This is an optimization exercise on Yosys and OpenROAD, whose aim is small area, not a production implementation.
Only simulation tests tie the RTL to the original design; equivalence was not proved.
Power and IR drop assume default switching activity.

==> flow/design.v <==
module router_fifo(clk,rst,rd_en,we,din,dout,full,cnt_nz,sft_rst,rd_eff);
input clk,rst,rd_en,we,sft_rst;
input [7:0]din;
output [7:0]dout;
output full,cnt_nz,rd_eff;
reg [7:0]mem[15:0];
reg [4:0]cnt;
reg rd_q;
integer i;
wire wr_eff;
assign full=cnt[4];
assign cnt_nz=|cnt;
assign rd_eff=rd_en&cnt_nz&!sft_rst;
assign wr_eff=we&!full&!sft_rst;
always@(posedge clk)
begin
	if(wr_eff)
	begin
		mem[0]<=din;
		for(i=1;i<16;i=i+1)
			mem[i]<=mem[i-1];
	end
end
always@(posedge clk)
begin
	if(!rst||sft_rst)
		cnt<=5'd0;
	else if(wr_eff&&!rd_eff)
		cnt<=cnt+1'b1;
	else if(rd_eff&&!wr_eff)
		cnt<=cnt-1'b1;
end
always@(posedge clk)
begin
	if(!rst)
		rd_q<=1'b0;
	else
		rd_q<=rd_eff;
end
reg [7:0]mo;
always@(*)
begin
	mo=8'h00;
	for(i=0;i<16;i=i+1)
		mo=mo|({8{rd_q&&cnt[3:0]==i}}&mem[i]);
end
assign dout=mo;
endmodule
module rfsm(clk,rst,pkt_vld,din,sft_any,cnt_nz0,cnt_nz1,cnt_nz2,fifo_full,parity_done,low_pkt_vld,addr,busy,detect_add,wait_state,lfd_state,ld_state,laf_state,cpe_state,write_enb_reg);
input clk,rst,pkt_vld,sft_any,cnt_nz0,cnt_nz1,cnt_nz2,fifo_full,parity_done,low_pkt_vld;
input [1:0]din;
output reg [1:0]addr;
output busy,detect_add,wait_state,lfd_state,ld_state,laf_state,cpe_state,write_enb_reg;
parameter DECODE_ADDRESS = 3'b000,
	  WAIT_TILL_EMPTY=3'b001,
	  LOAD_FIRST_DATA = 3'b010,
	  LOAD_DATA = 3'b011,
	  LOAD_PARITY=3'b100,
	  FIFO_FULL_STATE=3'b101,
	  LOAD_AFTER_FULL=3'b110,
	  CHECK_PARITY_ERROR=3'b111;
reg [2:0] state,next;
reg din_empty,addr_empty;
always@(posedge clk)
begin
	if(!rst)
		addr<=2'd0;
	else if(state==DECODE_ADDRESS)
		addr<=din;
end
always@(posedge clk)
begin
	if(!rst||sft_any)
		state<=DECODE_ADDRESS;
	else
		state<=next;
end
always@(*)
begin
	case(din)
		2'd0:din_empty=!cnt_nz0;
		2'd1:din_empty=!cnt_nz1;
		default:din_empty=!cnt_nz2;
	endcase
	case(addr)
		2'd0:addr_empty=!cnt_nz0;
		2'd1:addr_empty=!cnt_nz1;
		2'd2:addr_empty=!cnt_nz2;
		default:addr_empty=1'b0;
	endcase
end
always@(*)
begin
	next=DECODE_ADDRESS;
	case(state)
		DECODE_ADDRESS:
			if(pkt_vld&&din!=2'd3)
				next=din_empty?LOAD_FIRST_DATA:WAIT_TILL_EMPTY;
		WAIT_TILL_EMPTY:
			next=addr_empty?LOAD_FIRST_DATA:WAIT_TILL_EMPTY;
		LOAD_FIRST_DATA:
			next=LOAD_DATA;
		LOAD_DATA:
			if(fifo_full)
				next=FIFO_FULL_STATE;
			else if(!pkt_vld)
				next=LOAD_PARITY;
			else
				next=LOAD_DATA;
		LOAD_PARITY:
			next=CHECK_PARITY_ERROR;
		FIFO_FULL_STATE:
			next=fifo_full?FIFO_FULL_STATE:LOAD_AFTER_FULL;
		LOAD_AFTER_FULL:
			if(parity_done)
				next=DECODE_ADDRESS;
			else if(low_pkt_vld)
				next=LOAD_PARITY;
			else
				next=LOAD_DATA;
		CHECK_PARITY_ERROR:
			next=fifo_full?FIFO_FULL_STATE:DECODE_ADDRESS;
	endcase
end
assign detect_add=(state==DECODE_ADDRESS);
assign wait_state=(state==WAIT_TILL_EMPTY);
assign lfd_state=(state==LOAD_FIRST_DATA);
assign ld_state=(state==LOAD_DATA);
assign laf_state=(state==LOAD_AFTER_FULL);
assign cpe_state=(state==CHECK_PARITY_ERROR);
assign write_enb_reg=(state==LOAD_DATA)||(state==LOAD_PARITY)||(state==LOAD_AFTER_FULL);
assign busy=!((state==DECODE_ADDRESS)||(state==LOAD_DATA));
endmodule
module router_reg(clk,rst,pkt_vld,din,fifo_full,detect_add,wait_state,lfd_state,ld_state,laf_state,cpe_state,parity_done,low_pkt_vld,err,dout);
input clk,rst,pkt_vld,fifo_full,detect_add,wait_state,lfd_state,ld_state,laf_state,cpe_state;
input [7:0]din;
output reg parity_done,low_pkt_vld,err;
output reg [7:0]dout;
reg [7:0]par;
wire load_parity=(ld_state&&!pkt_vld&&!fifo_full)||(laf_state&&!parity_done&&low_pkt_vld);
always@(posedge clk)
begin
	if(detect_add||(ld_state&&!fifo_full)||(!pkt_vld&&!ld_state&&!wait_state&&!lfd_state))
		dout<=din;
end
always@(posedge clk)
begin
	if(!rst||cpe_state)
		low_pkt_vld<=1'b0;
	else if(ld_state&&!pkt_vld)
		low_pkt_vld<=1'b1;
end
always@(posedge clk)
begin
	if(detect_add)
		par<=din;
	else if(lfd_state&&!pkt_vld)
		par<=8'd0;
	else if((ld_state&&pkt_vld)||load_parity)
		par<=par^din;
end
always@(posedge clk)
begin
	if(!rst||detect_add)
		parity_done<=1'b0;
	else if(load_parity)
		parity_done<=1'b1;
end
always@(posedge clk)
begin
	if(!rst)
		err<=1'b0;
	else
		err<=parity_done&&(par!=8'd0);
end
endmodule
module rsynch(clk,rst,rd_en,cnt_nz,vld_out,sft_rst);
input clk,rst,rd_en,cnt_nz;
output vld_out,sft_rst;
reg [4:0]count;
assign sft_rst=&count;
assign vld_out=cnt_nz&!sft_rst;
always@(posedge clk)
begin
	if(!rst||!vld_out||rd_en)
		count<=5'b11110;
	else
		count<={count[3:0],count[4]^count[2]};
end
endmodule
module router_top(clk,rst,din,rd_en0,rd_en1,rd_en2,pkt_vld,vld_out0,vld_out1,vld_out2,dout0,dout1,dout2,busy,err);
input clk,rst,rd_en0,rd_en1,rd_en2,pkt_vld;
input [7:0] din;
output vld_out0,vld_out1,vld_out2,busy,err;
output [7:0]dout0,dout1,dout2;
wire [7:0]data;
wire [1:0]addr;
wire full0,full1,full2,nz0,nz1,nz2,sft_rst0,sft_rst1,sft_rst2,rde0,rde1,rde2;
wire detect_add,wait_state,lfd_state,ld_state,laf_state,cpe_state,write_enb_reg,parity_done,low_pkt_vld;
reg fifo_full;
always@(*)
begin
	case(addr)
		2'd0:fifo_full=full0;
		2'd1:fifo_full=full1;
		2'd2:fifo_full=full2;
		default:fifo_full=1'b0;
	endcase
end
rfsm FSM(clk,rst,pkt_vld,din[1:0],sft_rst0|sft_rst1|sft_rst2,nz0,nz1,nz2,fifo_full,parity_done,low_pkt_vld,addr,busy,detect_add,wait_state,lfd_state,ld_state,laf_state,cpe_state,write_enb_reg);
router_reg REG(clk,rst,pkt_vld,din,fifo_full,detect_add,wait_state,lfd_state,ld_state,laf_state,cpe_state,parity_done,low_pkt_vld,err,data);
rsynch SYN0(clk,rst,rd_en0,nz0,vld_out0,sft_rst0);
rsynch SYN1(clk,rst,rd_en1,nz1,vld_out1,sft_rst1);
rsynch SYN2(clk,rst,rd_en2,nz2,vld_out2,sft_rst2);
router_fifo FIFO_0(clk,rst,rd_en0,write_enb_reg&&addr==2'd0,data,dout0,full0,nz0,sft_rst0,rde0);
router_fifo FIFO_1(clk,rst,rd_en1,write_enb_reg&&addr==2'd1,data,dout1,full1,nz1,sft_rst1,rde1);
router_fifo FIFO_2(clk,rst,rd_en2,write_enb_reg&&addr==2'd2,data,dout2,full2,nz2,sft_rst2,rde2);
endmodule
export LEC_CHECK = 0
export CAP_MARGIN = 0
export CORE_MARGIN = 2
export CORE_UTILIZATION = 60
export SLEW_MARGIN = 0
create_clock -name core_clock -period 4.0 [get_ports {clk}]
standard.sh (not shown) runs the stock make flow with config.mk's settings and CLKGATE_MAP_FILE= SYNTH_SCRIPT=/design/flow/synth_recipe.tcl, a recipe that flattens the netlist after the stock synthesis.
==> flow/flow/run.sh <==
#!/bin/bash
# Own layout flow: the standard layout (standard.sh) with
#  - the standard synthesis script, but an area-oriented ABC mapping script
#    (flow/area.abc) for the combinational logic; registers are mapped by
#    dfflibmap before ABC exactly as in the standard synthesis,
#  - smaller port buffers,
#  - a clock tree of clkbuf_8 leaves without dummy loads,
#  - no pre-placement upsizing (ABC buffers are removed instead),
#  - global placement that does not keep its timing-driven buffering, and
#    downsizing of non-critical cells after global routing.
set -euo pipefail
W=$PWD
sed "s#log_cmd abc {\*}\$abc_args#set abc_args [lreplace \$abc_args 1 1 $W/flow/area.abc]; log_cmd abc {*}\$abc_args#" \
  "$FLOW_HOME/scripts/synth.tcl" > "$W/synth_area.tcl"
grep -q "flow/area.abc" "$W/synth_area.tcl"
sed "s#source \$::env(SCRIPTS_DIR)/synth.tcl#source $W/synth_area.tcl#" synth_recipe.tcl > "$W/synth_recipe_area.tcl"
grep -q "synth_area.tcl" "$W/synth_recipe_area.tcl"
sed "s#SYNTH_SCRIPT=[^ ]*#SYNTH_SCRIPT=$W/synth_recipe_area.tcl#" standard.sh > "$W/standard_area.sh"
grep -q "synth_recipe_area.tcl" "$W/standard_area.sh"
export BUFFER_PORTS_ARGS="-buffer_cell sky130_fd_sc_hd__buf_1"
export REMOVE_ABC_BUFFERS=1
export RECOVER_POWER=100
export GPL_KEEP_OVERFLOW=0
export CTS_ARGS="-sink_clustering_enable -repair_clock_nets -sink_clustering_size 16 -sink_clustering_max_diameter 80 -buf_list sky130_fd_sc_hd__clkbuf_8 -dont_use_dummy_load"
bash "$W/standard_area.sh" finish > standard_flow.log 2>&1
==> flow/flow/area.abc <==
strash
&get -n
&st
&syn4
&dch -f
&nf -a -R 100
&put
topo
stime -c
The starting point went through all stages and came out clean.
Rerun with:
--- a/flow/flow/run.sh
+++ b/flow/flow/run.sh
@@ -5,5 +5,5 @@
 #    dfflibmap before ABC exactly as in the standard synthesis,
 #  - smaller port buffers,
-#  - a clock tree of clkbuf_8 leaves without dummy loads,
+#  - a clock tree of clkbuf_8 leaves (up to 18 sinks each) without dummy loads,
 #  - no pre-placement upsizing (ABC buffers are removed instead),
 #  - global placement that does not keep its timing-driven buffering, and
@@ -22,4 +22,4 @@
 export RECOVER_POWER=100
 export GPL_KEEP_OVERFLOW=0
-export CTS_ARGS="-sink_clustering_enable -repair_clock_nets -sink_clustering_size 16 -sink_clustering_max_diameter 80 -buf_list sky130_fd_sc_hd__clkbuf_8 -dont_use_dummy_load"
+export CTS_ARGS="-sink_clustering_enable -repair_clock_nets -sink_clustering_size 18 -sink_clustering_max_diameter 100 -buf_list sky130_fd_sc_hd__clkbuf_8 -dont_use_dummy_load"
 bash "$W/standard_area.sh" finish > standard_flow.log 2>&1
Settings changed: CAP_MARGIN 0 to 5, PLACE_DENSITY set to 0.8, SLEW_MARGIN 0 to 5.
=> The new run passed the timing, design-rule and antenna checks; first-iteration DRC count drops by 2.4%; sequential cell count is unchanged; core utilization stays flat; non-clock buffer count climbs by 4; clock power drops by about 5%.
Rerun with:
Settings changed: CORE_UTILIZATION 60 to 70, PLACE_DENSITY 0.8 to unset.
Setup slack got worse by 18 ps.
Combinational power barely changes.
Clock power barely changes.
Routed wire length is higher by 1.3%.
Global-route usage rises by 4.9 points.
Via count went up by 0.55%.
Total power barely changes.
Core utilization increases by 11 points.
Clock-buffer cell count stays the same.
Rerun with:
--- a/flow/flow/run.sh
+++ b/flow/flow/run.sh
@@ -5,5 +5,5 @@
 #    dfflibmap before ABC exactly as in the standard synthesis,
 #  - smaller port buffers,
-#  - a clock tree of clkbuf_8 leaves (up to 18 sinks each) without dummy loads,
+#  - a clock tree of clkbuf_8 leaves without dummy loads,
 #  - no pre-placement upsizing (ABC buffers are removed instead),
 #  - global placement that does not keep its timing-driven buffering, and
Settings changed: CORE_UTILIZATION 70 to 60.
Total power stays flat.
Global-route usage goes down by 4.1 points.
Clock skew goes up by 6.1 ps.
Count of clock-buffer cells in the layout is unchanged.
Worst hold slack improves by 10 ps.

==> re-timing with driven ports <==
Ports are ideal in the flow. The routed layouts listed here were re-timed in OpenROAD.
Step 1 (the two cells are an assumption about what drives the block):
set clk [get_ports {clk}]
set_driving_cell -lib_cell sky130_fd_sc_hd__clkbuf_16 $clk
set_driving_cell -lib_cell sky130_fd_sc_hd__buf_2 [delete_from_list [all_inputs] $clk]
Step 2 times the ports against the registers' clock, not the clock port: input delays grow and output delays shrink by t, the midpoint of the rising clock arrivals with the driver on.
Three values: ideal ports, drivers, drivers and shift; two values: the first two.
| run | t, ns | setup WS [ns] | hold WS [ns] |
|---|---|---|---|
| the first run | 0.644 | 0.211 / 0.163 / 0.397 | 0.435 / 0.426 / 0.435 |
| the second run | 0.633 | 0.193 / 0.148 / 0.287 | 0.425 / 0.425 / 0.425 |
| the third run | 0.621 | 0.175 / 0.130 / 0.347 | 0.410 / 0.410 / 0.410 |
| the fourth run | 0.621 | 0.236 / 0.188 / 0.292 | 0.420 / 0.413 / 0.420 |
After both steps every run listed still meets setup and hold.
